Source: an optimization exercise on an open RTL-to-GDS flow (aim: small area). Production flows keep margins and buffers that such runs may drop.
Only simulation tests tie the RTL to the original design; equivalence was not proved.
Power figures rest on the tool's default switching activity, not on a simulated workload.

`flow/constraint.sdc`:
```
create_clock -name core_clock -period 6.0 [get_ports {in_clock}]
set_input_delay 1.2000 -clock core_clock [delete_from_list [all_inputs] [get_ports {in_clock}]]
set_output_delay 1.2000 -clock core_clock [all_outputs]
set_load 0.01 [all_outputs]
```
`flow/design.v`:
```
module rgb_to_ycbcr_444(
  input wire in_reset,
  input wire in_clock,
  input wire [7:0] in_r,
  input wire [7:0] in_g,
  input wire [7:0] in_b,
  output reg [7:0] out_y,
  output reg [7:0] out_cb,
  output reg [7:0] out_cr
  );
  wire n0 = in_g[0] & in_b[0];
  wire n1, n2;
  fa_cell u_n1 (.a(in_r[0]), .b(in_g[1]), .c(in_b[1]), .s(n1), .co(n2));
  wire n3 = n0 & n1;
  wire n4, n5;
  fa_cell u_n4 (.a(in_r[1]), .b(in_g[2]), .c(in_b[2]), .s(n4), .co(n5));
  wire n6 = (n2 & n4) | (n2 & n3) | (n4 & n3);
  wire n7, n8;
  fa_cell u_n7 (.a(in_r[2]), .b(in_g[3]), .c(in_b[3]), .s(n7), .co(n8));
  wire n9, n10;
  fa_cell u_n9 (.a(in_b[0]), .b(n5), .c(n7), .s(n9), .co(n10));
  wire n11 = n9 & n6;
  wire n12, n13;
  fa_cell u_n12 (.a(in_r[3]), .b(in_g[4]), .c(in_b[4]), .s(n12), .co(n13));
  wire n14, n15;
  fa_cell u_n14 (.a(in_b[1]), .b(in_b[0]), .c(n8), .s(n14), .co(n15));
  wire n16, n17;
  fa_cell u_n16 (.a(n12), .b(n10), .c(n14), .s(n16), .co(n17));
  wire n18 = n11 & n16;
  wire n19, n20;
  fa_cell u_n19 (.a(in_r[4]), .b(in_g[5]), .c(in_b[5]), .s(n19), .co(n20));
  wire n21, n22;
  fa_cell u_n21 (.a(in_b[2]), .b(in_b[1]), .c(n13), .s(n21), .co(n22));
  wire n23, n24;
  fa_cell u_n23 (.a(n19), .b(n15), .c(n21), .s(n23), .co(n24));
  wire n25 = (n17 & n23) | (n17 & n18) | (n23 & n18);
  wire n26, n27;
  fa_cell u_n26 (.a(in_r[5]), .b(in_r[0]), .c(in_g[6]), .s(n26), .co(n27));
  wire n28, n29;
  fa_cell u_n28 (.a(in_b[6]), .b(in_b[3]), .c(in_b[2]), .s(n28), .co(n29));
  wire n30, n31;
  fa_cell u_n30 (.a(n20), .b(n26), .c(n28), .s(n30), .co(n31));
  wire n32, n33;
  fa_cell u_n32 (.a(n22), .b(n30), .c(n24), .s(n32), .co(n33));
  wire n34 = n32 & n25;
  wire n35, n36;
  fa_cell u_n35 (.a(in_r[6]), .b(in_r[1]), .c(in_g[7]), .s(n35), .co(n36));
  wire n37, n38;
  fa_cell u_n37 (.a(in_g[0]), .b(in_b[7]), .c(in_b[4]), .s(n37), .co(n38));
  wire n39, n40;
  fa_cell u_n39 (.a(in_b[3]), .b(n27), .c(n29), .s(n39), .co(n40));
  wire n41, n42;
  fa_cell u_n41 (.a(n35), .b(n37), .c(n31), .s(n41), .co(n42));
  wire n43, n44;
  fa_cell u_n43 (.a(n39), .b(n41), .c(n33), .s(n43), .co(n44));
  wire n45 = n34 & n43;
  wire n46, n47;
  fa_cell u_n46 (.a(in_r[7]), .b(in_r[2]), .c(in_g[1]), .s(n46), .co(n47));
  wire n48, n49;
  fa_cell u_n48 (.a(in_b[5]), .b(in_b[4]), .c(n36), .s(n48), .co(n49));
  wire n50, n51;
  fa_cell u_n50 (.a(n38), .b(n46), .c(n40), .s(n50), .co(n51));
  wire n52, n53;
  fa_cell u_n52 (.a(n48), .b(n42), .c(n50), .s(n52), .co(n53));
  wire n54, n55;
  fa_cell u_n54 (.a(n52), .b(n44), .c(n45), .s(n54), .co(n55));
  wire n56, n57;
  fa_cell u_n56 (.a(in_r[3]), .b(in_g[2]), .c(in_b[6]), .s(n56), .co(n57));
  wire n58, n59;
  fa_cell u_n58 (.a(in_b[5]), .b(n47), .c(n56), .s(n58), .co(n59));
  wire n60, n61;
  fa_cell u_n60 (.a(n49), .b(n58), .c(n51), .s(n60), .co(n61));
  wire n62, n63;
  fa_cell u_n62 (.a(n53), .b(n60), .c(n55), .s(n62), .co(n63));
  wire n64, n65;
  fa_cell u_n64 (.a(in_r[4]), .b(in_g[3]), .c(in_b[7]), .s(n64), .co(n65));
  wire n66, n67;
  fa_cell u_n66 (.a(in_b[6]), .b(n57), .c(n64), .s(n66), .co(n67));
  wire n68, n69;
  fa_cell u_n68 (.a(n59), .b(n66), .c(n61), .s(n68), .co(n69));
  wire n70, n71;
  fa_cell u_n70 (.a(in_r[5]), .b(in_g[4]), .c(in_b[7]), .s(n70), .co(n71));
  wire n72, n73;
  fa_cell u_n72 (.a(n65), .b(n70), .c(n67), .s(n72), .co(n73));
  wire n74;
  xor_cell u_n74 (.a(in_r[6]), .b(in_g[5]), .y(n74));
  wire n75 = in_r[6] | in_g[5];
  wire n76;
  xor_cell u_n76 (.a(n74), .b(n71), .y(n76));
  wire n77 = ~n74 & n71;
  wire n78, n79;
  fa_cell u_n78 (.a(in_r[7]), .b(in_g[6]), .c(n75), .s(n78), .co(n79));
  wire n80 = n68 & n63;
  wire n81 = n68 | n63;
  wire n82;
  xor_cell u_n82 (.a(n68), .b(n63), .y(n82));
  wire n83 = n72 & n69;
  wire n84 = n72 | n69;
  wire n85;
  xor_cell u_n85 (.a(n72), .b(n69), .y(n85));
  wire n86 = ~n76 & n73;
  wire n87 = ~n76 | n73;
  wire n88;
  xor_cell u_n88 (.a(n76), .b(n73), .y(n88));
  wire n89 = n77 & n78;
  wire n90 = n77 | n78;
  wire n91;
  xor_cell u_n91 (.a(n77), .b(n78), .y(n91));
  wire n92 = in_g[7] & n79;
  wire n93 = in_g[7] | n79;
  wire n94;
  xor_cell u_n94 (.a(in_g[7]), .b(n79), .y(n94));
  wire n95 = n83 | (n84 & n80);
  wire n96 = n84 & n81;
  wire n97 = n89 | (n90 & n86);
  wire n98 = n90 & n87;
  wire n99 = 1'b0 | (1'b0 & n92);
  wire n100 = 1'b0 & n93;
  wire n101 = n86 | (n87 & n95);
  wire n102 = n87 & n96;
  wire n103 = n97 | (n98 & n95);
  wire n104 = n98 & n96;
  wire n105 = n92 | (n93 & n103);
  wire n106 = n93 & n104;
  wire n107 = n99 | (n100 & n103);
  wire n108 = n100 & n104;
  wire n109 = n80;
  wire n110;
  xor_cell u_n110 (.a(n85), .b(n109), .y(n110));
  wire n111 = n95;
  wire n112;
  xor_cell u_n112 (.a(n88), .b(n111), .y(n112));
  wire n113 = n101;
  wire n114;
  xor_cell u_n114 (.a(n91), .b(n113), .y(n114));
  wire n115 = n103;
  wire n116;
  xor_cell u_n116 (.a(n94), .b(n115), .y(n116));
  wire n117 = n105;
  wire n118 = in_b[0] & ~in_g[0];
  wire n119 = in_b[0] | ~in_g[0];
  wire n120;
  xor_cell u_n120 (.a(in_b[0]), .b(in_g[0]), .y(n120));
  wire n121 = in_b[1] & ~in_g[1];
  wire n122 = in_b[1] | ~in_g[1];
  wire n123;
  xor_cell u_n123 (.a(in_b[1]), .b(in_g[1]), .y(n123));
  wire n124 = in_b[2] & ~in_g[2];
  wire n125 = in_b[2] | ~in_g[2];
  wire n126;
  xor_cell u_n126 (.a(in_b[2]), .b(in_g[2]), .y(n126));
  wire n127 = in_b[3] & ~in_g[3];
  wire n128 = in_b[3] | ~in_g[3];
  wire n129;
  xor_cell u_n129 (.a(in_b[3]), .b(in_g[3]), .y(n129));
  wire n130 = in_b[4] & ~in_g[4];
  wire n131 = in_b[4] | ~in_g[4];
  wire n132;
  xor_cell u_n132 (.a(in_b[4]), .b(in_g[4]), .y(n132));
  wire n133 = in_b[5] & ~in_g[5];
  wire n134 = in_b[5] | ~in_g[5];
  wire n135;
  xor_cell u_n135 (.a(in_b[5]), .b(in_g[5]), .y(n135));
  wire n136 = in_b[6] & ~in_g[6];
  wire n137 = in_b[6] | ~in_g[6];
  wire n138;
  xor_cell u_n138 (.a(in_b[6]), .b(in_g[6]), .y(n138));
  wire n139 = in_b[7] & ~in_g[7];
  wire n140 = in_b[7] | ~in_g[7];
  wire n141;
  xor_cell u_n141 (.a(in_b[7]), .b(in_g[7]), .y(n141));
  wire n142 = n121 | (n122 & n119);
  wire n143 = n122 & n119;
  wire n144 = n127 | (n128 & n124);
  wire n145 = n128 & n125;
  wire n146 = n133 | (n134 & n130);
  wire n147 = n134 & n131;
  wire n148 = n139 | (n140 & n136);
  wire n149 = n140 & n137;
  wire n150 = n124 | (n125 & n142);
  wire n151 = n125 & n143;
  wire n152 = n144 | (n145 & n142);
  wire n153 = n145 & n143;
  wire n154 = n136 | (n137 & n146);
  wire n155 = n137 & n147;
  wire n156 = n148 | (n149 & n146);
  wire n157 = n149 & n147;
  wire n158 = n130 | (n131 & n152);
  wire n159 = n131 & n153;
  wire n160 = n146 | (n147 & n152);
  wire n161 = n147 & n153;
  wire n162 = n154 | (n155 & n152);
  wire n163 = n155 & n153;
  wire n164 = n156 | (n157 & n152);
  wire n165 = n157 & n153;
  wire n166 = n119;
  wire n167;
  xor_cell u_n167 (.a(n123), .b(n166), .y(n167));
  wire n168 = n142;
  wire n169;
  xor_cell u_n169 (.a(n126), .b(n168), .y(n169));
  wire n170 = n150;
  wire n171;
  xor_cell u_n171 (.a(n129), .b(n170), .y(n171));
  wire n172 = n152;
  wire n173;
  xor_cell u_n173 (.a(n132), .b(n172), .y(n173));
  wire n174 = n158;
  wire n175;
  xor_cell u_n175 (.a(n135), .b(n174), .y(n175));
  wire n176 = n160;
  wire n177;
  xor_cell u_n177 (.a(n138), .b(n176), .y(n177));
  wire n178 = n162;
  wire n179;
  xor_cell u_n179 (.a(n141), .b(n178), .y(n179));
  wire n180 = n164;
  wire n181 = in_r[0] & ~in_g[0];
  wire n182 = in_r[0] | ~in_g[0];
  wire n183;
  xor_cell u_n183 (.a(in_r[0]), .b(in_g[0]), .y(n183));
  wire n184 = in_r[1] & ~in_g[1];
  wire n185 = in_r[1] | ~in_g[1];
  wire n186;
  xor_cell u_n186 (.a(in_r[1]), .b(in_g[1]), .y(n186));
  wire n187 = in_r[2] & ~in_g[2];
  wire n188 = in_r[2] | ~in_g[2];
  wire n189;
  xor_cell u_n189 (.a(in_r[2]), .b(in_g[2]), .y(n189));
  wire n190 = in_r[3] & ~in_g[3];
  wire n191 = in_r[3] | ~in_g[3];
  wire n192;
  xor_cell u_n192 (.a(in_r[3]), .b(in_g[3]), .y(n192));
  wire n193 = in_r[4] & ~in_g[4];
  wire n194 = in_r[4] | ~in_g[4];
  wire n195;
  xor_cell u_n195 (.a(in_r[4]), .b(in_g[4]), .y(n195));
  wire n196 = in_r[5] & ~in_g[5];
  wire n197 = in_r[5] | ~in_g[5];
  wire n198;
  xor_cell u_n198 (.a(in_r[5]), .b(in_g[5]), .y(n198));
  wire n199 = in_r[6] & ~in_g[6];
  wire n200 = in_r[6] | ~in_g[6];
  wire n201;
  xor_cell u_n201 (.a(in_r[6]), .b(in_g[6]), .y(n201));
  wire n202 = in_r[7] & ~in_g[7];
  wire n203 = in_r[7] | ~in_g[7];
  wire n204;
  xor_cell u_n204 (.a(in_r[7]), .b(in_g[7]), .y(n204));
  wire n205 = n184 | (n185 & n182);
  wire n206 = n185 & n182;
  wire n207 = n190 | (n191 & n187);
  wire n208 = n191 & n188;
  wire n209 = n196 | (n197 & n193);
  wire n210 = n197 & n194;
  wire n211 = n202 | (n203 & n199);
  wire n212 = n203 & n200;
  wire n213 = n187 | (n188 & n205);
  wire n214 = n188 & n206;
  wire n215 = n207 | (n208 & n205);
  wire n216 = n208 & n206;
  wire n217 = n199 | (n200 & n209);
  wire n218 = n200 & n210;
  wire n219 = n211 | (n212 & n209);
  wire n220 = n212 & n210;
  wire n221 = n193 | (n194 & n215);
  wire n222 = n194 & n216;
  wire n223 = n209 | (n210 & n215);
  wire n224 = n210 & n216;
  wire n225 = n217 | (n218 & n215);
  wire n226 = n218 & n216;
  wire n227 = n219 | (n220 & n215);
  wire n228 = n220 & n216;
  wire n229 = n182;
  wire n230;
  xor_cell u_n230 (.a(n186), .b(n229), .y(n230));
  wire n231 = n205;
  wire n232;
  xor_cell u_n232 (.a(n189), .b(n231), .y(n232));
  wire n233 = n213;
  wire n234;
  xor_cell u_n234 (.a(n192), .b(n233), .y(n234));
  wire n235 = n215;
  wire n236;
  xor_cell u_n236 (.a(n195), .b(n235), .y(n236));
  wire n237 = n221;
  wire n238;
  xor_cell u_n238 (.a(n198), .b(n237), .y(n238));
  wire n239 = n223;
  wire n240;
  xor_cell u_n240 (.a(n201), .b(n239), .y(n240));
  wire n241 = n225;
  wire n242;
  xor_cell u_n242 (.a(n204), .b(n241), .y(n242));
  wire n243 = n227;
  wire n244, n245;
  fa_cell u_n244 (.a(n183), .b(n183), .c(~n230), .s(n244), .co(n245));
  wire n246, n247;
  fa_cell u_n246 (.a(n230), .b(n232), .c(~n245), .s(n246), .co(n247));
  wire n248;
  xor_cell u_n248 (.a(n120), .b(n232), .y(n248));
  wire n249 = n120 & ~n232;
  wire n250, n251;
  ha_cell u_n250 (.a(n234), .b(n248), .s(n250), .co(n251));
  wire n252;
  xor_cell u_n252 (.a(n183), .b(n167), .y(n252));
  wire n253 = n183 & ~n167;
  wire n254, n255;
  fa_cell u_n254 (.a(n252), .b(~n249), .c(n236), .s(n254), .co(n255));
  wire n256, n257;
  ha_cell u_n256 (.a(n234), .b(n251), .s(n256), .co(n257));
  wire n258, n259;
  fa_cell u_n258 (.a(n230), .b(~n253), .c(n169), .s(n258), .co(n259));
  wire n260, n261;
  fa_cell u_n260 (.a(n236), .b(n238), .c(n258), .s(n260), .co(n261));
  wire n262, n263;
  ha_cell u_n262 (.a(n257), .b(n255), .s(n262), .co(n263));
  wire n264, n265;
  fa_cell u_n264 (.a(n120), .b(n232), .c(n171), .s(n264), .co(n265));
  wire n266, n267;
  fa_cell u_n266 (.a(n259), .b(n240), .c(n238), .s(n266), .co(n267));
  wire n268, n269;
  fa_cell u_n268 (.a(n264), .b(n263), .c(n261), .s(n268), .co(n269));
  wire n270, n271;
  fa_cell u_n270 (.a(~n167), .b(n173), .c(n234), .s(n270), .co(n271));
  wire n272, n273;
  fa_cell u_n272 (.a(n242), .b(n240), .c(n265), .s(n272), .co(n273));
  wire n274, n275;
  fa_cell u_n274 (.a(n270), .b(n267), .c(n272), .s(n274), .co(n275));
  wire n276, n277;
  ha_cell u_n276 (.a(n169), .b(n243), .s(n276), .co(n277));
  wire n278, n279;
  fa_cell u_n278 (.a(n236), .b(n175), .c(n242), .s(n278), .co(n279));
  wire n280, n281;
  fa_cell u_n280 (.a(~n276), .b(n271), .c(n278), .s(n280), .co(n281));
  wire n282, n283;
  fa_cell u_n282 (.a(n273), .b(n280), .c(n275), .s(n282), .co(n283));
  wire n284, n285;
  fa_cell u_n284 (.a(n171), .b(n243), .c(n277), .s(n284), .co(n285));
  wire n286, n287;
  fa_cell u_n286 (.a(n177), .b(n238), .c(n279), .s(n286), .co(n287));
  wire n288, n289;
  fa_cell u_n288 (.a(~n284), .b(n281), .c(n286), .s(n288), .co(n289));
  wire n290;
  xor_cell u_n290 (.a(n173), .b(n179), .y(n290));
  wire n291 = n173 & ~n179;
  wire n292, n293;
  fa_cell u_n292 (.a(n240), .b(n290), .c(~n285), .s(n292), .co(n293));
  wire n294, n295;
  ha_cell u_n294 (.a(n287), .b(n292), .s(n294), .co(n295));
  wire n296, n297;
  fa_cell u_n296 (.a(n180), .b(n175), .c(~n242), .s(n296), .co(n297));
  wire n298, n299;
  fa_cell u_n298 (.a(n291), .b(n296), .c(~n293), .s(n298), .co(n299));
  wire n300, n301;
  fa_cell u_n300 (.a(n243), .b(n177), .c(n297), .s(n300), .co(n301));
  wire n302, n303;
  ha_cell u_n302 (.a(n179), .b(n301), .s(n302), .co(n303));
  wire n304;
  xor_cell u_n304 (.a(n180), .b(n303), .y(n304));
  wire n305 = ~n244 & n246;
  wire n306 = ~n244 | n246;
  wire n307 = n250 & n247;
  wire n308 = n250 | n247;
  wire n309 = n256 & n254;
  wire n310 = n256 | n254;
  wire n311 = n262 & n260;
  wire n312 = n262 | n260;
  wire n313 = n266 & n268;
  wire n314 = n266 | n268;
  wire n315 = n269 & n274;
  wire n316 = n269 | n274;
  wire n317;
  xor_cell u_n317 (.a(n269), .b(n274), .y(n317));
  wire n318 = n288 & n283;
  wire n319 = n288 | n283;
  wire n320;
  xor_cell u_n320 (.a(n288), .b(n283), .y(n320));
  wire n321 = n294 & n289;
  wire n322 = n294 | n289;
  wire n323;
  xor_cell u_n323 (.a(n294), .b(n289), .y(n323));
  wire n324 = n295 & ~n298;
  wire n325 = n295 | ~n298;
  wire n326;
  xor_cell u_n326 (.a(n295), .b(n298), .y(n326));
  wire n327 = ~n300 & ~n299;
  wire n328 = ~n300 | ~n299;
  wire n329;
  xor_cell u_n329 (.a(n300), .b(n299), .y(n329));
  wire n330 = n307 | (n308 & n305);
  wire n331 = n308 & n306;
  wire n332 = n311 | (n312 & n309);
  wire n333 = n312 & n310;
  wire n334 = n315 | (n316 & n313);
  wire n335 = n316 & n314;
  wire n336 = n318 | (n319 & 1'b0);
  wire n337 = n319 & n282;
  wire n338 = n324 | (n325 & n321);
  wire n339 = n325 & n322;
  wire n340 = 1'b0 | (~n302 & n327);
  wire n341 = ~n302 & n328;
  wire n342 = n309 | (n310 & n330);
  wire n343 = n310 & n331;
  wire n344 = n332 | (n333 & n330);
  wire n345 = n333 & n331;
  wire n346 = 1'b0 | (n282 & n334);
  wire n347 = n282 & n335;
  wire n348 = n336 | (n337 & n334);
  wire n349 = n337 & n335;
  wire n350 = n327 | (n328 & n338);
  wire n351 = n328 & n339;
  wire n352 = n340 | (n341 & n338);
  wire n353 = n341 & n339;
  wire n354 = n313 | (n314 & n344);
  wire n355 = n314 & n345;
  wire n356 = n334 | (n335 & n344);
  wire n357 = n335 & n345;
  wire n358 = n346 | (n347 & n344);
  wire n359 = n347 & n345;
  wire n360 = n348 | (n349 & n344);
  wire n361 = n349 & n345;
  wire n362 = 1'b0 | (n304 & n352);
  wire n363 = n304 & n353;
  wire n364 = n321 | (n322 & n360);
  wire n365 = n322 & n361;
  wire n366 = n338 | (n339 & n360);
  wire n367 = n339 & n361;
  wire n368 = n350 | (n351 & n360);
  wire n369 = n351 & n361;
  wire n370 = n352 | (n353 & n360);
  wire n371 = n353 & n361;
  wire n372 = n362 | (n363 & n360);
  wire n373 = n363 & n361;
  wire n374 = n354;
  wire n375;
  xor_cell u_n375 (.a(n317), .b(n374), .y(n375));
  wire n376 = n356;
  wire n377;
  xor_cell u_n377 (.a(n282), .b(n376), .y(n377));
  wire n378 = n358;
  wire n379;
  xor_cell u_n379 (.a(n320), .b(n378), .y(n379));
  wire n380 = n360;
  wire n381;
  xor_cell u_n381 (.a(n323), .b(n380), .y(n381));
  wire n382 = n364;
  wire n383;
  xor_cell u_n383 (.a(n326), .b(n382), .y(n383));
  wire n384 = n366;
  wire n385;
  xor_cell u_n385 (.a(n329), .b(n384), .y(n385));
  wire n386 = n368;
  wire n387;
  xor_cell u_n387 (.a(n302), .b(n386), .y(n387));
  wire n388 = n370;
  wire n389;
  xor_cell u_n389 (.a(n304), .b(n388), .y(n389));
  wire n390;
  xor_cell u_n390 (.a(n183), .b(n120), .y(n390));
  wire n391 = n183 | n120;
  wire n392;
  xor_cell u_n392 (.a(n230), .b(n167), .y(n392));
  wire n393 = n230 | n167;
  wire n394;
  xor_cell u_n394 (.a(n391), .b(n392), .y(n394));
  wire n395 = n391 | n392;
  wire n396, n397;
  fa_cell u_n396 (.a(n393), .b(n232), .c(n169), .s(n396), .co(n397));
  wire n398, n399;
  fa_cell u_n398 (.a(~n395), .b(n175), .c(n396), .s(n398), .co(n399));
  wire n400, n401;
  fa_cell u_n400 (.a(n183), .b(n234), .c(n171), .s(n400), .co(n401));
  wire n402, n403;
  fa_cell u_n402 (.a(n397), .b(n177), .c(n400), .s(n402), .co(n403));
  wire n404, n405;
  fa_cell u_n404 (.a(~n230), .b(n236), .c(n173), .s(n404), .co(n405));
  wire n406, n407;
  fa_cell u_n406 (.a(n179), .b(n401), .c(n404), .s(n406), .co(n407));
  wire n408, n409;
  ha_cell u_n408 (.a(n232), .b(n180), .s(n408), .co(n409));
  wire n410, n411;
  fa_cell u_n410 (.a(n238), .b(n175), .c(~n408), .s(n410), .co(n411));
  wire n412, n413;
  fa_cell u_n412 (.a(n405), .b(n410), .c(n407), .s(n412), .co(n413));
  wire n414, n415;
  ha_cell u_n414 (.a(n234), .b(n409), .s(n414), .co(n415));
  wire n416, n417;
  fa_cell u_n416 (.a(n240), .b(n177), .c(~n414), .s(n416), .co(n417));
  wire n418, n419;
  ha_cell u_n418 (.a(n411), .b(n416), .s(n418), .co(n419));
  wire n420, n421;
  ha_cell u_n420 (.a(n236), .b(n415), .s(n420), .co(n421));
  wire n422, n423;
  fa_cell u_n422 (.a(n242), .b(n179), .c(~n420), .s(n422), .co(n423));
  wire n424, n425;
  fa_cell u_n424 (.a(n417), .b(n422), .c(n419), .s(n424), .co(n425));
  wire n426, n427;
  ha_cell u_n426 (.a(n243), .b(n180), .s(n426), .co(n427));
  wire n428, n429;
  fa_cell u_n428 (.a(n238), .b(n426), .c(n421), .s(n428), .co(n429));
  wire n430;
  xor_cell u_n430 (.a(n423), .b(n428), .y(n430));
  wire n431 = n423 & ~n428;
  wire n432, n433;
  fa_cell u_n432 (.a(n427), .b(n240), .c(n429), .s(n432), .co(n433));
  wire n434, n435;
  ha_cell u_n434 (.a(n242), .b(n433), .s(n434), .co(n435));
  wire n436;
  xor_cell u_n436 (.a(n243), .b(n435), .y(n436));
  wire n437 = n390 & n171;
  wire n438 = n390 | n171;
  wire n439 = n173 & n394;
  wire n440 = n173 | n394;
  wire n441 = n399 & n402;
  wire n442 = n399 | n402;
  wire n443 = n403 & n406;
  wire n444 = n403 | n406;
  wire n445;
  xor_cell u_n445 (.a(n403), .b(n406), .y(n445));
  wire n446 = n418 & n413;
  wire n447 = n418 | n413;
  wire n448;
  xor_cell u_n448 (.a(n418), .b(n413), .y(n448));
  wire n449 = ~n430 & n425;
  wire n450 = ~n430 | n425;
  wire n451;
  xor_cell u_n451 (.a(n430), .b(n425), .y(n451));
  wire n452 = n431 & ~n432;
  wire n453 = n431 | ~n432;
  wire n454;
  xor_cell u_n454 (.a(n431), .b(n432), .y(n454));
  wire n455 = ~n120 | (1'b1 & 1'b0);
  wire n456 = 1'b1 & 1'b0;
  wire n457 = 1'b0 | (n169 & 1'b0);
  wire n458 = n169 & n167;
  wire n459 = n439 | (n440 & n437);
  wire n460 = n440 & n438;
  wire n461 = n441 | (n442 & 1'b0);
  wire n462 = n442 & n398;
  wire n463 = 1'b0 | (n412 & n443);
  wire n464 = n412 & n444;
  wire n465 = 1'b0 | (n424 & n446);
  wire n466 = n424 & n447;
  wire n467 = n452 | (n453 & n449);
  wire n468 = n453 & n450;
  wire n469 = 1'b0 | (n436 & 1'b0);
  wire n470 = n436 & ~n434;
  wire n471 = 1'b0 | (n167 & n455);
  wire n472 = n167 & n456;
  wire n473 = n457 | (n458 & n455);
  wire n474 = n458 & n456;
  wire n475 = 1'b0 | (n398 & n459);
  wire n476 = n398 & n460;
  wire n477 = n461 | (n462 & n459);
  wire n478 = n462 & n460;
  wire n479 = n446 | (n447 & n463);
  wire n480 = n447 & n464;
  wire n481 = n465 | (n466 & n463);
  wire n482 = n466 & n464;
  wire n483 = 1'b0 | (~n434 & n467);
  wire n484 = ~n434 & n468;
  wire n485 = n469 | (n470 & n467);
  wire n486 = n470 & n468;
  wire n487 = n437 | (n438 & n473);
  wire n488 = n438 & n474;
  wire n489 = n459 | (n460 & n473);
  wire n490 = n460 & n474;
  wire n491 = n475 | (n476 & n473);
  wire n492 = n476 & n474;
  wire n493 = n477 | (n478 & n473);
  wire n494 = n478 & n474;
  wire n495 = n449 | (n450 & n481);
  wire n496 = n450 & n482;
  wire n497 = n467 | (n468 & n481);
  wire n498 = n468 & n482;
  wire n499 = n483 | (n484 & n481);
  wire n500 = n484 & n482;
  wire n501 = n485 | (n486 & n481);
  wire n502 = n486 & n482;
  wire n503 = n443 | (n444 & n493);
  wire n504 = n444 & n494;
  wire n505 = n463 | (n464 & n493);
  wire n506 = n464 & n494;
  wire n507 = n479 | (n480 & n493);
  wire n508 = n480 & n494;
  wire n509 = n481 | (n482 & n493);
  wire n510 = n482 & n494;
  wire n511 = n495 | (n496 & n493);
  wire n512 = n496 & n494;
  wire n513 = n497 | (n498 & n493);
  wire n514 = n498 & n494;
  wire n515 = n499 | (n500 & n493);
  wire n516 = n500 & n494;
  wire n517 = n501 | (n502 & n493);
  wire n518 = n502 & n494;
  wire n519 = n493;
  wire n520;
  xor_cell u_n520 (.a(n445), .b(n519), .y(n520));
  wire n521 = n503;
  wire n522;
  xor_cell u_n522 (.a(n412), .b(n521), .y(n522));
  wire n523 = n505;
  wire n524;
  xor_cell u_n524 (.a(n448), .b(n523), .y(n524));
  wire n525 = n507;
  wire n526;
  xor_cell u_n526 (.a(n424), .b(n525), .y(n526));
  wire n527 = n509;
  wire n528;
  xor_cell u_n528 (.a(n451), .b(n527), .y(n528));
  wire n529 = n511;
  wire n530;
  xor_cell u_n530 (.a(n454), .b(n529), .y(n530));
  wire n531 = n513;
  wire n532;
  xor_cell u_n532 (.a(n434), .b(n531), .y(n532));
  wire n533 = n515;
  wire n534;
  xor_cell u_n534 (.a(n436), .b(n533), .y(n534));
  wire [7:0] y_d = {n117, n116, n114, ~n112, n110, n82, n62, n54};
  wire [7:0] cb_d = {n389, ~n387, n385, ~n383, n381, n379, n377, n375};
  wire [7:0] cr_d = {n534, ~n532, ~n530, ~n528, n526, n524, n522, n520};
  always @(posedge in_clock) begin
    if (in_reset) begin
      out_y <= 8'd0;
      out_cb <= 8'd0;
      out_cr <= 8'd0;
    end else begin
      out_y <= y_d;
      out_cb <= cb_d;
      out_cr <= cr_d;
    end
  end
endmodule
module fa_cell(input wire a, input wire b, input wire c, output wire s, output wire co);
  assign s = a ^ b ^ c;
  assign co = (a & b) | (a & c) | (b & c);
endmodule
module ha_cell(input wire a, input wire b, output wire s, output wire co);
  assign s = a ^ b;
  assign co = a & b;
endmodule
module xor_cell(input wire a, input wire b, output wire y);
  assign y = a ^ b;
endmodule
```
`flow/flow/run.sh`:
```
#!/bin/bash
export BUFFER_PORTS_ARGS="-buffer_cell sky130_fd_sc_hd__buf_1"
bash standard.sh > standard.log 2>&1
```
`flow/standard.sh`:
```
#!/bin/bash
# synth_recipe.tcl (not shown) runs the flow's synth.tcl, then flattens the netlist and writes it again
# the make line also repeats each setting of config.mk as NAME=value (left out here)
make -C /OpenROAD-flow-scripts/flow DESIGN_CONFIG=/design/flow/config.mk WORK_HOME=/design/flow/orfs CLKGATE_MAP_FILE= SYNTH_SCRIPT=/design/flow/synth_recipe.tcl "${@:-finish}"
```
`flow/config.mk`:
```
export PLATFORM = sky130hd
export DESIGN_NAME = rgb_to_ycbcr_444
export DESIGN_NICKNAME = rgb_to_ycbcr_444
export VERILOG_FILES = /design/flow/design.v
export SDC_FILE = /design/flow/constraint.sdc
export NUM_CORES = 4
export LEC_CHECK = 0
export CAP_MARGIN = 20
export CORE_MARGIN = 2
export CORE_UTILIZATION = 60
export CTS_BUF_LIST = sky130_fd_sc_hd__clkbuf_4 sky130_fd_sc_hd__clkbuf_8
export GPL_TIMING_DRIVEN = 0
export SLEW_MARGIN = 20
export SYNTH_HIERARCHICAL = 1
export SYNTH_MINIMUM_KEEP_SIZE = 0
```
==> impl_metrics.toml, run 1 <==
[placed_design]
gp_congestion = 0.880
dp_hpwl_um = 6060
dp.cells = 454
dpl-instance-area_um2 = 3890
place_ws_ps = -305
port_buffers = 49

[power]
p_seq_frac = 0.112
p_leak_nw = 1.66
switching_share = 0.465
power.share.clock = 0.069
vdd_drop_max_uv = 458
pwr-share-comb = 0.819
p_int_mw = 1.20
p_switching_mw = 1.04
power_density_nw_per_um2 = 558

[grt]
grt_pass1_vias = 2571
grt_pass1_wl_um = 12400
grt_max_degree = 15
grt_overflow = 0
antenna_found_initial = 0
track_usage = 0.251

[setup_path]
criticalPathCategory = "in2reg"
required_ps = 6160
cp_common_cell = "fa_1"
crit_buf_inv = 1
cpMaxStageDelayCell = "fa_1"
cp_cell_sequence = "buf_1 -> fa_1 -> fa_1 -> fa_1 -> fa_1 -> fa_1 -> and3_1 -> fa_1 -> fa_1 -> and2_4 -> maj3_2 -> maj3_2 -> maj3_2 -> xor2_1 -> nor2b_1"
cpPeakStageDelay_ps = 450
critPathArrivalTime_ps = 5960
cp_top_family = "adder cells"
worst_setup_path_end_kind = "flop"
critPathLaunchType = "primary input"
critPathMaxFanout = 6

[yosys]
avgSynthCellArea_um2 = 11.0
ys.flop_type = "dfxtp_1"
netlist_instances = 330
ys_seq_elements = 24
yosysTopAreaCell = "fa_1"
synth_common_cells = "75 x xor2_1, 68 x fa_1, 24 x dfxtp_1"
synth-simple-area-share = 0.0924
ys_top_cells_by_area = "fa_1 38%, xor2_1 18%, dfxtp_1 13%"
yosys.cell_count.top_type = "xor2_1"
synth_compound_area_frac = 0.0990
synth_edf_count = 0
synth-adder-area-share = 0.470
mappedNetlistNets = 436
synth_xor_area_frac = 0.182
syn_area_um2 = 3610
synth-async-reset-ratio = 0
yosysWarnings = 7
synth.distinct_cells = 39
ys_seq_area_frac = 0.133
synth_top_family_by_area = "adder cells"
synth_top_area_frac = 0.377
muxShareOfSynthArea = 0

[route]
ant_nets = 0
drt_iter0_drc = 93
via_per_inst = 5.48
dr_total_vias = 2509
drtPass1Iterations = 4
drc = 0
wl_per_cell_um = 16.2
drt_wl_total_um = 7440

[clock_network]
cts_hold_buffers = 0
cts_setup_buffers = 0
cts_tree = "yes"
cts_sinks = 24
numCtsBuffers = 3
cts_root_buf = "clkbuf_8"
clk_pin_slew_ps = 120
clockBufferDepth = 2
cts_max_level = 1

[sta]
tightest_slew_ps = 893
whs_ps = 1220
relSlewSlack = 0.402
min_period_ps = 5800
finalHoldViolations = 0
finalSetupViolations = 0
grt_setup_unrepaired = "false"
finalCritPeriodShare = 0.967
setup_slack_ps = 200
max_freq_mhz = 172
slew_viol_final = 0

[die]
boundaryPins = 50
coreArea_um2 = 5890
die_area_um2 = 6660
initial_core_util = 0.614
dieWidth_um = 81.6
die_y_um = 81.6
rows = 28

[cells_and_area]
final_cell_area_um2 = 4030
final_nets = 490
n_antenna_cell = 0
syn_to_final_growth_pct = 11.4
layout-drive-gt1-share = 0.0653
fin_cells = 458
n_fill_cell = 473

[min_path]
hp-class = "in2reg"

[flow_run]
drv_cap = 0

[run_status]
status = "finished clean"
## repair_timing
| item | in CTS | in global routing |
|---|---|---|
| cloned | 0 | 0 |
| resized for setup | 2 | 8 |
| endpoints found under the setup margin | 2 | 8 |
## kinds of logic after synthesis
family,Yosys count
adders and majority gates,98
xor gates and xnor gates,75
and+or+nand+nor,62
AOI/OAI and AO/OA,48
DFF,24
buffers and inverters,23
## power groups by stage
| stage | clock network [mW] | registers (mW) | logic (mW) |
|---|---|---|---|
| 6_report | 0.156 | 0.251 | 1.84 |
| 4_1_cts | 0.158 | 0.252 | 1.84 |
| 3_3_place_gp | 0 | 0.254 | 1.77 |
| 2_1_floorplan | 0 | 0.290 | 1.44 |
| 5_1_grt | 0.161 | 0.259 | 2.06 |
| 3_5_place_dp | 0 | 0.256 | 1.81 |
## per-module statistics from Yosys, one instance, submodules excluded
module            copies in the design  flip-flops and latches  area [um^2]  cells inside
rgb_to_ycbcr_444                     1                      24         1450           175
xor_cell                            75                       0         8.76             1
fa_cell                             68                       0         20.0             1
ha_cell                             12                       0         12.5             1
## per-layer routing
metal,vias to the layer above,global-route usage,share of wire,wire length (um)
met5,-,0,0,0
met4,0,0.0483,0.0069,51
met3,4,0.0242,0.024,178
li1,1202,-,-,-
met2,44,0.449,0.51,3760
met1,1259,0.335,0.46,3450
## placed cells by master, fill, tap and decap left out, types with 2 or more instances in the layout
| cell | instances |
|---|---|
| xor2_1 | 69 |
| fa_1 | 68 |
| buf_1 | 47 |
| dfxtp_1 | 24 |
| nor2b_1 | 23 |
| inv_1 | 21 |
| nand2_1 | 13 |
| maj3_1 | 12 |
| ha_1 | 12 |
| nor2_1 | 9 |
| nand2b_1 | 7 |
| maj3_2 | 6 |
| o211ai_1 | 6 |
| a31oi_1 | 6 |
| o221ai_1 | 5 |
| a21oi_1 | 5 |
| xor2_2 | 5 |
| and3_1 | 3 |
| clkbuf_8 | 3 |
| o21ai_0 | 2 |
| a222oi_1 | 2 |
| o21a_1 | 2 |
| o22ai_1 | 2 |
| o21ai_1 | 2 |
| and2_1 | 2 |
| or2_2 | 2 |
| a221oi_1 | 2 |
| a211o_1 | 2 |
| o2bb2ai_1 | 2 |
| a21boi_0 | 2 |
| clkbuf_1 | 2 |
| clkbuf_2 | 2 |
## state kept, by name (all words and copies together) (netlist names)
signal and flops:
out_y 8, out_cr 8, out_cb 8
## final timing paths
path,cells after the start,slack (ps),startpoint,to
worst min-delay path,2,1220,in_reset,out_cr[0]
worst max-delay path,15,200,in_b[4],out_y[6]
## stage by stage
step	util	total power, mW	TNS, ps
6_report	0.684	2.25	0
5_1_grt	0.684	2.48	0
3_5_place_dp	0.661	2.07	-1890
2_1_floorplan	-	1.73	0
3_3_place_gp	0.661	2.03	-1700
4_1_cts	0.676	2.25	0
## area by class of cell
type | count | area, um^2 | share of cell area
Buffer | 2 | 7.51 | 0.00186
Clock buffer | 3 | 41.3 | 0.0103
Clock inverter | 1 | 30.0 | 0.00746
Inverter | 21 | 78.8 | 0.0196
Multi-Input combinational cell | 283 | 3110 | 0.772
Sequential cell | 24 | 480 | 0.119
Tap cell | 75 | 93.8 | 0.0233
Timing Repair Buffer | 49 | 186 | 0.0463
==> run 2, diff against run 1 <==
--- a/flow/config.mk
+++ b/flow/config.mk
@@ -7,3 +7,3 @@
 export LEC_CHECK = 0
-export CAP_MARGIN = 20
+export CAP_MARGIN = 0
 export CORE_MARGIN = 2
@@ -12,3 +12,3 @@
 export GPL_TIMING_DRIVEN = 0
-export SLEW_MARGIN = 20
+export SLEW_MARGIN = 0
 export SYNTH_HIERARCHICAL = 1
==> impl_metrics.toml, run 2 <==
[sta]
finalSetupViolations = 0
slew_viol_final = 0
max_freq_mhz = 172
min_period_ps = 5800
tightest_slew_ps = 893
setup_slack_ps = 200
relSlewSlack = 0.402
setup_tns_ps = 0
grt_setup_unrepaired = "false"
finalCritPeriodShare = 0.967
finalHoldViolations = 0

[clock_network]
cts_tree = "yes"
cts_sinks = 24
cts_root_buf = "clkbuf_8"
clk_pin_slew_ps = 120
numCtsBuffers = 3
cts_max_level = 1
clockBufferDepth = 2
cts_hold_buffers = 0

[die]
rows = 28
die_y_um = 81.6
initial_core_util = 0.614
die_area_um2 = 6660
boundaryPins = 50
dieWidth_um = 81.6
coreArea_um2 = 5890

[yosys]
avgSynthCellArea_um2 = 11.0
yosysTopAreaCell = "fa_1"
syn_area_um2 = 3610
ys.flop_type = "dfxtp_1"
netlist_instances = 330
synth_top_area_frac = 0.377
synth.distinct_cells = 39
yosysWarnings = 7
synth_edf_count = 0
ys_top_cells_by_area = "fa_1 38%, xor2_1 18%, dfxtp_1 13%"
yosys.cell_count.top_type = "xor2_1"
ys_seq_elements = 24
ys_seq_area_frac = 0.133
mappedNetlistNets = 436
synth_common_cells = "75 x xor2_1, 68 x fa_1, 24 x dfxtp_1"
synth-async-reset-ratio = 0

[cells_and_area]
reg.largest.list = "out_cb x8, out_cr x8, out_y x8"
n_antenna_cell = 0
final_cell_area_um2 = 4030
final_cell_mix = "69 x xor2_1, 68 x fa_1, 47 x buf_1"
final_nets = 490
final_common_cell = "xor2_1"
layout-drive-gt1-share = 0.0653
fin_cells = 458
syn_to_final_growth_pct = 11.4

[grt]
antenna_found_initial = 0
grt_pass1_vias = 2571
grt_max_degree = 15
grt_pass1_wl_um = 12400
grt_overflow = 0
track_usage = 0.251

[setup_path]
critPathArrivalTime_ps = 5960
endpoint = "out_y[6]"
required_ps = 6160
cp_cell_sequence = "buf_1 -> fa_1 -> fa_1 -> fa_1 -> fa_1 -> fa_1 -> and3_1 -> fa_1 -> fa_1 -> and2_4 -> maj3_2 -> maj3_2 -> maj3_2 -> xor2_1 -> nor2b_1"
crit_start = "in_b[4]"
cpMaxStageDelayCell = "fa_1"
worst_setup_path_end_kind = "flop"
criticalPathCategory = "in2reg"
cpPeakStageDelay_ps = 450
critPathMaxFanout = 6
cp_common_cell = "fa_1"
critPathLaunchType = "primary input"

[route]
ant_nets = 0
drc = 0
dr_total_vias = 2509
via_per_inst = 5.48
drtPass1Iterations = 4
drt_wl_total_um = 7440
drt_iter0_drc = 93
wl_per_cell_um = 16.2

[power]
vdd_drop_max_uv = 458
power_mw = 2.25
p_leak_nw = 1.66
power_density_nw_per_um2 = 558

[run_status]
status = "finished clean"

[placed_design]
dp.cells = 454
dp_hpwl_um = 6060
dpl-instance-area_um2 = 3890
place_ws_ps = -305
port_buffers = 49
gp_congestion = 0.880

[min_path]
hp-class = "in2reg"
min_path_cells = 2

[flow_run]
drv_cap = 0
## run 2: cell counts in the layout (fill, tap and decap cells not counted)
No cell type changed its count.
## run 2: worst max-delay path, delay by kind of cell
family | cells | cell delay, ps
xor+xnor | 1 | 170
fa+ha+maj | 10 | 3880
buf+inv | 1 | 220
simple gates | 3 | 490
## run 2: cell families after synthesis
| family | count (synthesis) | share of synthesized area |
|---|---|---|
| xor gates and xnor gates | 75 | 0.182 |
| and+or+nand+nor | 62 | 0.0924 |
| adders and majority gates | 98 | 0.470 |
| AOI/OAI and AO/OA | 48 | 0.0990 |
| buffers and inverters | 23 | 0.0239 |
| DFF | 24 | 0.133 |
## run 2: layout make-up
cell class	instances	area, um^2
multi-input combinational	283	3110
fill	473	1860
sequential	24	480
timing repair buffer	49	186
tap	75	93.8
inverter	21	78.8
clock buffer	3	41.3
clock inverter	1	30.0
buffer	2	7.51
## run 2: worst min-delay path by stage
stage / from / end / slack, ps
finish: in_reset / out_cr[0] / 1220
global route: in_reset / out_cb[7] / 1220
CTS: in_reset / out_cr[7] / 1210
detailed placement: in_reset / out_cr[7] / 1500
global placement: in_reset / out_cr[7] / 1500
floorplan: in_reset / out_cb[5] / 1270
## run 2: metal layers
metal	track usage	share of wire	up-vias	wire length, um
met2	0.449	0.51	44	3760
met5	0	0	-	0
met3	0.0242	0.024	4	178
met4	0.0483	0.0069	0	51
li1	-	-	1202	-
met1	0.335	0.46	1259	3450
## run 2: power by group
part | total, mW | leakage [nW] | switching, mW | internal (mW)
combinational | 1.84 | 1.43 | 0.964 | 0.875
sequential | 0.251 | 0.200 | 0.0138 | 0.238
clock | 0.156 | 0.0357 | 0.0665 | 0.0895
## run 2: per-module statistics from Yosys, one instance, submodules excluded
module            cells  flops+latches  cell area, um^2
fa_cell               1              0             20.0
ha_cell               1              0             12.5
rgb_to_ycbcr_444    175             24             1450
xor_cell              1              0             8.76
## run 2: stage by stage
step | hold WS, ps | utilization
finish | 1220 | 0.684
global route | 1220 | 0.684
CTS | 1210 | 0.676
detailed placement | 1500 | 0.661
global placement | 1500 | 0.661
floorplan | 1270 | -
## run 2: timing repair
item                                    4_1_cts  5_1_grt
setup buffers                                 0        0
endpoints found under the setup margin        2        8
gates cloned                                  0        0
gates resized for setup                       2        8
==> run 3, diff against run 2 <==
==> flow/flow/run.sh (replaced) <==
#!/bin/bash
export BUFFER_PORTS_ARGS="-buffer_cell sky130_fd_sc_hd__buf_1"
export CTS_ARGS="-sink_clustering_enable -repair_clock_nets -dont_use_dummy_load -sink_clustering_size 30 -sink_clustering_max_diameter 200 -buf_list {sky130_fd_sc_hd__clkbuf_8}"
bash standard.sh > standard.log 2>&1
--- a/flow/config.mk
+++ b/flow/config.mk
@@ -7,3 +7,3 @@
 export LEC_CHECK = 0
-export CAP_MARGIN = 0
+export CAP_MARGIN = 20
 export CORE_MARGIN = 2
@@ -12,3 +12,3 @@
 export GPL_TIMING_DRIVEN = 0
-export SLEW_MARGIN = 0
+export SLEW_MARGIN = 20
 export SYNTH_HIERARCHICAL = 1
==> impl_metrics.toml, run 3 <==
[run_status]
status = "finished clean"

[yosys]
ys_top_cells_by_area = "fa_1 38%, xor2_1 18%, dfxtp_1 13%"
mappedNetlistNets = 436
ys.flop_type = "dfxtp_1"
synth-async-reset-ratio = 0
syn_area_um2 = 3610
synth_edf_count = 0
ys_seq_area_frac = 0.133
yosys.cell_count.top_type = "xor2_1"
synth.distinct_cells = 39
yosysTopAreaCell = "fa_1"
avgSynthCellArea_um2 = 11.0
synth_common_cells = "75 x xor2_1, 68 x fa_1, 24 x dfxtp_1"
synth_top_area_frac = 0.377
netlist_instances = 330
yosysWarnings = 7
ys_seq_elements = 24

[setup_path]
required_ps = 6150
critPathLaunchType = "primary input"
critPathArrivalTime_ps = 5970
criticalPathCategory = "in2reg"
cp_common_cell = "fa_1"
cpMaxStageDelayCell = "fa_1"
cpPeakStageDelay_ps = 450
worst_setup_path_end_kind = "flop"
critPathMaxFanout = 6
cp_cell_sequence = "buf_1 -> fa_1 -> fa_1 -> fa_1 -> fa_1 -> fa_1 -> and3_1 -> fa_1 -> fa_1 -> and2_4 -> maj3_2 -> maj3_2 -> maj3_2 -> xor2_1 -> nor2b_1"

[clock_network]
clockBufferDepth = 2
cts_hold_buffers = 0
cts_setup_buffers = 0
cts_max_level = 1
cts_sinks = 24
clk_pin_slew_ps = 100
cts_root_buf = "clkbuf_8"
numCtsBuffers = 3
cts_tree = "yes"

[sta]
min_period_ps = 5820
relSlewSlack = 0.430
finalSetupViolations = 0
setup_tns_ps = 0
finalHoldViolations = 0
tightest_slew_ps = 853
max_freq_mhz = 172
finalCritPeriodShare = 0.969
slew_viol_final = 0
grt_setup_unrepaired = "false"

[route]
via_per_inst = 5.50
ant_nets = 0
dr_total_vias = 2514
drt_iter0_drc = 114
drtPass1Iterations = 4
wl_per_cell_um = 16.2
drt_wl_total_um = 7380
drc = 0

[power]
p_leak_nw = 1.65
power_density_nw_per_um2 = 549
vdd_drop_max_uv = 457

[placed_design]
dp.cells = 454
gp_congestion = 0.880
dp_hpwl_um = 6060
port_buffers = 49

[die]
initial_core_util = 0.614
die_y_um = 81.6
die_area_um2 = 6660
coreArea_um2 = 5890
rows = 28
dieWidth_um = 81.6
boundaryPins = 50

[grt]
grt_max_degree = 15
antenna_found_initial = 0
grt_pass1_wl_um = 12400
grt_overflow = 0
track_usage = 0.250
grt_pass1_vias = 2557

[cells_and_area]
seq_area_um2 = 480
final_nets = 490
reg.largest.list = "out_cb x8, out_cr x8, out_y x8"
multi_input_area_um2 = 3120
n_antenna_cell = 0
layout-drive-gt1-share = 0.0654
syn_to_final_growth_pct = 10.8
fin_cells = 457
final_cell_mix = "68 x fa_1, 68 x xor2_1, 47 x buf_1"
n_fill_cell = 481

[min_path]
hp-class = "in2reg"

[flow_run]
drv_cap = 0
-- run 3: cell counts after synthesis --
No cell type changed its count.
-- run 3: path summary, 6_finish.rpt --
check | start | end | slack [ps] | cells after the start
setup / recovery | in_b[4] | out_y[6] | 180 | 15
hold / removal | in_reset | out_cr[0] | 1220 | 2
-- run 3: per-layer routing --
metal | GRT usage | vias to the layer above | part of all wire
met5 | 0 | - | 0
met4 | 0.0483 | 0 | 0.0069
met3 | 0.0209 | 4 | 0.025
met2 | 0.448 | 44 | 0.51
met1 | 0.336 | 1262 | 0.46
li1 | - | 1204 | -
-- run 3: Yosys stat by module, one instance, submodules excluded --
module | times used | cell area (um^2) | cells | flip-flops and latches
rgb_to_ycbcr_444 | 1 | 1450 | 175 | 24
fa_cell | 68 | 20.0 | 1 | 0
ha_cell | 12 | 12.5 | 1 | 0
xor_cell | 75 | 8.76 | 1 | 0
-- run 3: critical path: cells and delay by family --
kind | cells | cell delay [ps]
buf+inv | 1 | 220
fa+ha+maj | 10 | 3880
simple gates | 3 | 490
xor+xnor | 1 | 170
-- run 3: timing repair --
item	CTS	global route
gates resized for setup	2	9
endpoints found under the setup margin	2	8
endpoints found under the hold margin	0	0
-- run 3: layout make-up --
cell class	count	area share
Buffer	2	0.00187
Clock buffer	3	0.0103
Inverter	21	0.0197
Multi-Input combinational cell	283	0.778
Sequential cell	24	0.120
Tap cell	75	0.0234
Timing Repair Buffer	49	0.0465
-- run 3: power by group --
| part | switching [mW] | internal [mW] | total [mW] | leakage [nW] |
|---|---|---|---|---|
| Clock | 0.0621 | 0.0452 | 0.107 | 0.0216 |
| Sequential | 0.0138 | 0.238 | 0.251 | 0.200 |
| Combinational | 0.964 | 0.875 | 1.84 | 1.43 |
| Total | 1.04 | 1.16 | 2.20 | 1.65 |
-- run 3: cell families after synthesis --
logic type	count (synthesis)	share of synthesized area
buffers and inverters	23	0.0239
AND/OR/NAND/NOR	62	0.0924
AO/OA/AOI/OAI	48	0.0990
flip-flops	24	0.133
adder cells (fa/ha/maj)	98	0.470
XOR/XNOR	75	0.182
-- run 3: per-stage QoR --
stage / utilization / setup slack (ps) / hold WS, ps / power [mW] / cell area, um^2
floorplan: - / 276 / 1270 / 1.73 / 3610
global placement: 0.661 / -287 / 1500 / 2.03 / 3890
detailed placement: 0.661 / -305 / 1500 / 2.07 / 3890
CTS: 0.671 / 62.4 / 1220 / 2.20 / 3950
global route: 0.680 / 6.33 / 1220 / 2.43 / 4010
finish: 0.680 / 184 / 1220 / 2.20 / 4010
==> run 4, diff against run 3 <==
==> flow/flow/run.sh (replaced) <==
#!/bin/bash
export BUFFER_PORTS_ARGS="-buffer_cell sky130_fd_sc_hd__buf_1"
export CTS_ARGS="-sink_clustering_enable -repair_clock_nets -dont_use_dummy_load -buf_list {sky130_fd_sc_hd__clkbuf_4 sky130_fd_sc_hd__clkbuf_8}"
bash standard.sh > standard.log 2>&1
==> impl_metrics.toml, run 4 <==
[power]
p_seq_frac = 0.114
p_switching_mw = 1.04
power.share.clock = 0.049
power_density_nw_per_um2 = 549
power_mw = 2.20
p_leak_nw = 1.65
p_int_mw = 1.16
switching_share = 0.473
pwr-share-comb = 0.837
vdd_drop_max_uv = 457

[cells_and_area]
n_antenna_cell = 0
syn_to_final_growth_pct = 10.8
final_nets = 490
final_cell_mix = "68 x fa_1, 68 x xor2_1, 47 x buf_1"
reg.largest.list = "out_cb x8, out_cr x8, out_y x8"
layout-drive-gt1-share = 0.0654

[sta]
finalHoldViolations = 0
tightest_slew_ps = 853
slew_viol_final = 0
max_freq_mhz = 172
finalCritPeriodShare = 0.969
min_period_ps = 5820
grt_setup_unrepaired = "false"
relSlewSlack = 0.430
finalSetupViolations = 0
setup_tns_ps = 0

[setup_path]
cp_top_family = "adder cells"
crit_buf_inv = 1
cpMaxStageDelayCell = "fa_1"
endpoint = "out_y[6]"
path_depth = 15
required_ps = 6150
critPathArrivalTime_ps = 5970
cpPeakStageDelay_ps = 450
cp_cell_sequence = "buf_1 -> fa_1 -> fa_1 -> fa_1 -> fa_1 -> fa_1 -> and3_1 -> fa_1 -> fa_1 -> and2_4 -> maj3_2 -> maj3_2 -> maj3_2 -> xor2_1 -> nor2b_1"
crit_start = "in_b[4]"
critPathLaunchType = "primary input"
cp_common_cell = "fa_1"
critPathMaxFanout = 6
criticalPathCategory = "in2reg"
worst_setup_path_end_kind = "flop"

[route]
ant_nets = 0
drtPass1Iterations = 4
dr_total_vias = 2514
wl_per_cell_um = 16.2
via_per_inst = 5.50
drt_wl_total_um = 7380
drt_iter0_drc = 114
drc = 0

[grt]
track_usage = 0.250
grt_pass1_vias = 2557
grt_overflow = 0
grt_pass1_wl_um = 12400
antenna_found_initial = 0
grt_max_degree = 15

[yosys]
yosysTopAreaCell = "fa_1"
yosysWarnings = 7
muxShareOfSynthArea = 0
synth_compound_area_frac = 0.0990
ys_seq_area_frac = 0.133
synth.distinct_cells = 39
synth-async-reset-ratio = 0
ys.flop_type = "dfxtp_1"
ys_top_cells_by_area = "fa_1 38%, xor2_1 18%, dfxtp_1 13%"
syn_area_um2 = 3610
yosys.cell_count.top_type = "xor2_1"
synth-simple-area-share = 0.0924
avgSynthCellArea_um2 = 11.0
mappedNetlistNets = 436
synth-adder-area-share = 0.470
synth_top_area_frac = 0.377
synth_edf_count = 0
synth_common_cells = "75 x xor2_1, 68 x fa_1, 24 x dfxtp_1"
netlist_instances = 330
synth_xor_area_frac = 0.182
ys_seq_elements = 24
synth_top_family_by_area = "adder cells"

[clock_network]
cts_root_buf = "clkbuf_8"
cts_setup_buffers = 0
numCtsBuffers = 3
cts_hold_buffers = 0
cts_tree = "yes"
clockBufferDepth = 2
clk_pin_slew_ps = 100
cts_max_level = 1
cts_sinks = 24

[die]
boundaryPins = 50
die_y_um = 81.6
coreArea_um2 = 5890
dieWidth_um = 81.6
die_area_um2 = 6660
rows = 28
initial_core_util = 0.614

[placed_design]
port_buffers = 49
gp_congestion = 0.880
dp_hpwl_um = 6060

[flow_run]
drv_cap = 0

[run_status]
status = "finished clean"

[min_path]
hp-class = "in2reg"
[run 4: cell counts after synthesis]
No cell type changed its count.
[run 4: per-module statistics from Yosys, one instance, submodules excluded]
module | flip-flops and latches | cells inside | cell area (um^2) | copies in the design
fa_cell | 0 | 1 | 20.0 | 68
ha_cell | 0 | 1 | 12.5 | 12
rgb_to_ycbcr_444 | 24 | 175 | 1450 | 1
xor_cell | 0 | 1 | 8.76 | 75
[run 4: final cells by class]
| cell class | instances | area, um^2 |
|---|---|---|
| plain buffers | 2 | 7.51 |
| clock buffers | 3 | 41.3 |
| fillers | 481 | 1880 |
| inverters | 21 | 78.8 |
| multi-input cells | 283 | 3120 |
| flip-flops and latches | 24 | 480 |
| well taps | 75 | 93.8 |
| repair buffers | 49 | 186 |
[run 4: routing by layer]
layer	wire, um	part of all wire	track usage	up-vias
met5	0	0	0	-
met4	51	0.0069	0.0483	0
met3	188	0.025	0.0209	4
met2	3770	0.51	0.448	44
met1	3370	0.46	0.336	1262
li1	-	-	-	1204
[run 4: cell families after synthesis]
| logic type | Yosys count |
|---|---|
| fa+ha+maj | 98 |
| xor+xnor | 75 |
| simple gates | 62 |
| compound gates | 48 |
| flops | 24 |
| buf+inv | 23 |
[run 4: worst min-delay path by stage]
stage	startpoint	to	slack (ps)	cells after the start
after floorplan	in_reset	out_cb[5]	1270	1
final	in_reset	out_cr[0]	1220	2
after global placement	in_reset	out_cr[7]	1500	2
after CTS	in_reset	out_cr[7]	1220	2
after global routing	in_reset	out_cb[7]	1220	2
after detailed placement	in_reset	out_cr[7]	1500	2
[run 4: timing repair]
action / CTS / global route
gates resized for setup: 2 / 9
setup endpoints to repair: 2 / 8
pin swaps: 0 / 0
[run 4: power by group through the flow]
| stage | sequential [mW] | clock (mW) | combinational [mW] |
|---|---|---|---|
| after floorplan | 0.290 | 0 | 1.44 |
| after global placement | 0.254 | 0 | 1.77 |
| after detailed placement | 0.256 | 0 | 1.81 |
| after CTS | 0.253 | 0.109 | 1.84 |
| after global routing | 0.259 | 0.112 | 2.06 |
| final | 0.251 | 0.107 | 1.84 |
[run 4: metrics by stage]
stage | area [um^2] | hold slack (ps) | worst slack, ps | std cells | utilization
4_1_cts | 3950 | 1220 | 62.4 | 457 | 0.671
6_report | 4010 | 1220 | 184 | 457 | 0.680
5_1_grt | 4010 | 1220 | 6.33 | 457 | 0.680
3_3_place_gp | 3890 | 1500 | -287 | 454 | 0.661
3_5_place_dp | 3890 | 1500 | -305 | 454 | 0.661
2_1_floorplan | 3610 | 1270 | 276 | 330 | -
==> run 5, diff against run 4 <==
--- a/flow/design.v
+++ b/flow/design.v
@@ -128,3 +128,3 @@
   wire n110;
-  xor_cell u_n110 (.a(n85), .b(n109), .y(n110));
+  xnor_cell u_n110 (.a(n85), .b(n109), .y(n110));
   wire n111 = n95;
@@ -134,6 +134,6 @@
   wire n114;
-  xor_cell u_n114 (.a(n91), .b(n113), .y(n114));
+  xnor_cell u_n114 (.a(n91), .b(n113), .y(n114));
   wire n115 = n103;
   wire n116;
-  xor_cell u_n116 (.a(n94), .b(n115), .y(n116));
+  xnor_cell u_n116 (.a(n94), .b(n115), .y(n116));
   wire n117 = n105;
@@ -436,12 +436,12 @@
   wire n375;
-  xor_cell u_n375 (.a(n317), .b(n374), .y(n375));
+  xnor_cell u_n375 (.a(n317), .b(n374), .y(n375));
   wire n376 = n356;
   wire n377;
-  xor_cell u_n377 (.a(n282), .b(n376), .y(n377));
+  xnor_cell u_n377 (.a(n282), .b(n376), .y(n377));
   wire n378 = n358;
   wire n379;
-  xor_cell u_n379 (.a(n320), .b(n378), .y(n379));
+  xnor_cell u_n379 (.a(n320), .b(n378), .y(n379));
   wire n380 = n360;
   wire n381;
-  xor_cell u_n381 (.a(n323), .b(n380), .y(n381));
+  xnor_cell u_n381 (.a(n323), .b(n380), .y(n381));
   wire n382 = n364;
@@ -451,3 +451,3 @@
   wire n385;
-  xor_cell u_n385 (.a(n329), .b(n384), .y(n385));
+  xnor_cell u_n385 (.a(n329), .b(n384), .y(n385));
   wire n386 = n368;
@@ -457,3 +457,3 @@
   wire n389;
-  xor_cell u_n389 (.a(n304), .b(n388), .y(n389));
+  xnor_cell u_n389 (.a(n304), .b(n388), .y(n389));
   wire n390;
@@ -598,12 +598,12 @@
   wire n520;
-  xor_cell u_n520 (.a(n445), .b(n519), .y(n520));
+  xnor_cell u_n520 (.a(n445), .b(n519), .y(n520));
   wire n521 = n503;
   wire n522;
-  xor_cell u_n522 (.a(n412), .b(n521), .y(n522));
+  xnor_cell u_n522 (.a(n412), .b(n521), .y(n522));
   wire n523 = n505;
   wire n524;
-  xor_cell u_n524 (.a(n448), .b(n523), .y(n524));
+  xnor_cell u_n524 (.a(n448), .b(n523), .y(n524));
   wire n525 = n507;
   wire n526;
-  xor_cell u_n526 (.a(n424), .b(n525), .y(n526));
+  xnor_cell u_n526 (.a(n424), .b(n525), .y(n526));
   wire n527 = n509;
@@ -619,6 +619,6 @@
   wire n534;
-  xor_cell u_n534 (.a(n436), .b(n533), .y(n534));
-  wire [7:0] y_d = {n117, n116, n114, ~n112, n110, n82, n62, n54};
-  wire [7:0] cb_d = {n389, ~n387, n385, ~n383, n381, n379, n377, n375};
-  wire [7:0] cr_d = {n534, ~n532, ~n530, ~n528, n526, n524, n522, n520};
+  xnor_cell u_n534 (.a(n436), .b(n533), .y(n534));
+  wire [7:0] y_d = {n117, ~n116, ~n114, ~n112, ~n110, n82, n62, n54};
+  wire [7:0] cb_d = {~n389, ~n387, ~n385, ~n383, ~n381, ~n379, ~n377, ~n375};
+  wire [7:0] cr_d = {~n534, ~n532, ~n530, ~n528, ~n526, ~n524, ~n522, ~n520};
   always @(posedge in_clock) begin
@@ -643,2 +643,5 @@
 endmodule
+module xnor_cell(input wire a, input wire b, output wire y);
+  assign y = ~(a ^ b);
+endmodule
 module xor_cell(input wire a, input wire b, output wire y);
--- a/flow/config.mk
+++ b/flow/config.mk
@@ -15 +15,2 @@
 export SYNTH_MINIMUM_KEEP_SIZE = 0
+export TNS_END_PERCENT = 0
==> impl_metrics.toml, run 5 <==
[die]
initial_core_util = 0.612
boundaryPins = 50
die_area_um2 = 6600
rows = 28
dieWidth_um = 81.2
coreArea_um2 = 5850
die_y_um = 81.2

[clock_network]
cts_tree = "yes"
clockBufferDepth = 2
cts_root_buf = "clkbuf_8"
cts_setup_buffers = 0
clk_pin_slew_ps = 80
cts_sinks = 24
cts_hold_buffers = 0
numCtsBuffers = 3
cts_max_level = 1

[power]
vdd_drop_max_uv = 411
p_int_mw = 1.17
power_density_nw_per_um2 = 555
switching_share = 0.471
pwr-share-comb = 0.843
power_mw = 2.21
p_switching_mw = 1.04
p_seq_frac = 0.114
power.share.clock = 0.043
p_leak_nw = 1.60

[setup_path]
required_ps = 6140
endpoint = "out_y[6]"
critPathLaunchType = "primary input"
worst_setup_path_end_kind = "flop"
criticalPathCategory = "in2reg"
critPathArrivalTime_ps = 5930
crit_start = "in_r[3]"
critPathMaxFanout = 7

[sta]
grt_setup_unrepaired = "false"
slew_viol_final = 0
max_freq_mhz = 172
finalHoldViolations = 0
finalCritPeriodShare = 0.966
min_period_ps = 5800
finalSetupViolations = 0
tightest_slew_ps = 925
relSlewSlack = 0.381
setup_tns_ps = 0

[yosys]
yosysWarnings = 7
avgSynthCellArea_um2 = 10.8
yosys.cell_count.top_type = "fa_1"
ys_top_cells_by_area = "fa_1 38%, xor2_1 15%, dfxtp_1 13%"
ys_seq_area_frac = 0.134
synth_top_area_frac = 0.380
netlist_instances = 330
synth.distinct_cells = 40
ys.flop_type = "dfxtp_1"
synth_common_cells = "68 x fa_1, 61 x xor2_1, 24 x dfxtp_1"
synth-async-reset-ratio = 0
synth_edf_count = 0
ys_seq_elements = 24
mappedNetlistNets = 436
yosysTopAreaCell = "fa_1"
syn_area_um2 = 3580

[cells_and_area]
finish.utilization = 0.680
n_fill_cell = 483
seq_area_um2 = 480
layout-drive-gt1-share = 0.0628
syn_to_final_growth_pct = 11.2
multi_input_area_um2 = 3090
final_cell_mix = "68 x fa_1, 55 x xor2_1, 48 x buf_1"
final_nets = 490
n_antenna_cell = 0
final_common_cell = "fa_1"
reg.largest.list = "out_cb x8, out_cr x8, out_y x8"

[route]
drc = 0
ant_nets = 0
drt_iter0_drc = 89
drtPass1Iterations = 4
dr_total_vias = 2508
via_per_inst = 5.49
drt_wl_total_um = 7180
wl_per_cell_um = 15.7

[run_status]
status = "finished clean"

[placed_design]
gp_congestion = 0.845
port_buffers = 49
dp_hpwl_um = 6040

[min_path]
hp-class = "in2reg"

[grt]
track_usage = 0.242
grt_pass1_wl_um = 12000
grt_max_degree = 14
antenna_found_initial = 0
grt_pass1_vias = 2600
grt_overflow = 0

[flow_run]
drv_cap = 0
-- run 5: changes by cell type in the layout (fill, tap and decap cells not counted), sizes merged --
cell,before,now
clkbuf,7,6
xnor2,0,14
xor2,75,61
nor2,9,23
buf,47,48
nor2b,23,9
-- run 5: metal layers --
layer / share of wire / vias to the layer above / global-route usage
met5: 0 / - / 0
met4: 0.0029 / 0 / 0.0186
met3: 0.029 / 4 / 0.0333
met2: 0.54 / 38 / 0.474
met1: 0.42 / 1265 / 0.292
li1: - / 1201 / -
-- run 5: metrics by stage --
| stage | setup slack [ps] | instance area (um^2) | hold WS [ps] | instances |
|---|---|---|---|---|
| CTS | 81.9 | 3910 | 1230 | 457 |
| finish | 202 | 3980 | 1240 | 457 |
| global placement | -340 | 3860 | 1490 | 454 |
| floorplan | 349 | 3580 | 1270 | 330 |
| detailed placement | -375 | 3860 | 1510 | 454 |
| global route | 11.4 | 3980 | 1240 | 457 |
-- run 5: power groups by stage --
stage | clock network, mW | registers [mW] | logic, mW
after floorplan | 0 | 0.290 | 1.47
after global placement | 0 | 0.254 | 1.81
after detailed placement | 0 | 0.255 | 1.86
after CTS | 0.0979 | 0.252 | 1.87
after global routing | 0.101 | 0.260 | 2.09
final | 0.0942 | 0.251 | 1.86
-- run 5: layout make-up --
cell class                      count  area share
Buffer                              2     0.00189
Clock buffer                        3      0.0104
Inverter                           21      0.0198
Multi-Input combinational cell    283       0.777
Sequential cell                    24       0.121
Tap cell                           75      0.0236
Timing Repair Buffer               49      0.0465
-- run 5: timing repair --
item                                    CTS  global route
gates cloned                              0             0
pin swaps                                 0             0
resized for setup                         2             9
endpoints found under the setup margin    3             7
-- run 5: Yosys stat by module, one instance, submodules excluded --
module	cell area [um^2]	times used
rgb_to_ycbcr_444	1410	1
ha_cell	12.5	12
fa_cell	20.0	68
xnor_cell	8.76	14
xor_cell	8.76	61
-- run 5: cells by family after synthesis --
family,after synthesis,synth area share
simple gates,62,0.0835
fa+ha+maj,98,0.475
compound gates,48,0.100
flops,24,0.134
xor+xnor,75,0.184
buf+inv,23,0.0241
-- run 5: worst min path at each step --
stage                     startpoint  slack [ps]       end  cells after the start
after CTS                   in_reset        1230  out_y[2]                      2
after floorplan             in_reset        1270  out_y[7]                      1
after detailed placement    in_reset        1510  out_y[0]                      2
final                       in_reset        1240  out_y[2]                      2
after global routing        in_reset        1240  out_y[2]                      2
after global placement      in_reset        1490  out_y[0]                      2
-- run 5: worst max-delay path, cell delays in order --
cell and delay, ps:
buf_1 200, fa_1 480, fa_1 460, fa_1 390
fa_1 380, fa_1 430, and3_1 190, fa_1 370
fa_1 410, and2_4 170, maj3_2 330, maj3_2 350
maj3_2 350, xnor2_1 160, nor2_1 60

[afterwards: timing with drivers on the ports]
How much do the figures lean on ideal ports? The routed layouts below were timed once more, with nothing changed but the port constraints. Step 1 (the two cells are an assumption about what drives the block):
set clk [get_ports {in_clock}]
set_driving_cell -lib_cell sky130_fd_sc_hd__clkbuf_16 $clk
set_driving_cell -lib_cell sky130_fd_sc_hd__buf_2 [delete_from_list [all_inputs] $clk]
Step 2 also shifts input and output timing later by t, the mid clock arrival at the registers, as if the neighbouring blocks saw the same clock. Slacks: no drivers / after step 1 / after step 2; pairs: no drivers / after step 1.
| run | t, ns | slack for setup (ns) | worst setup path after step 2 | latest minus earliest clock arrival (ns) |
|---|---|---|---|---|
| run 1 | 0.310 | 0.200 / 0.203 / -0.108 | input to register | 0.018 / 0.017 |
| run 2 | 0.310 | 0.200 / 0.203 / -0.108 | input to register | 0.018 / 0.017 |
| run 3 | 0.304 | 0.184 / 0.186 / -0.118 | input to register | 0.009 / 0.009 |
| run 4 | 0.304 | 0.184 / 0.186 / -0.118 | input to register | 0.009 / 0.009 |
| run 5 | 0.284 | 0.202 / 0.203 / -0.081 | input to register | 0.006 / 0.006 |
Met with ideal ports but missed after step 2: setup timing in every run listed.
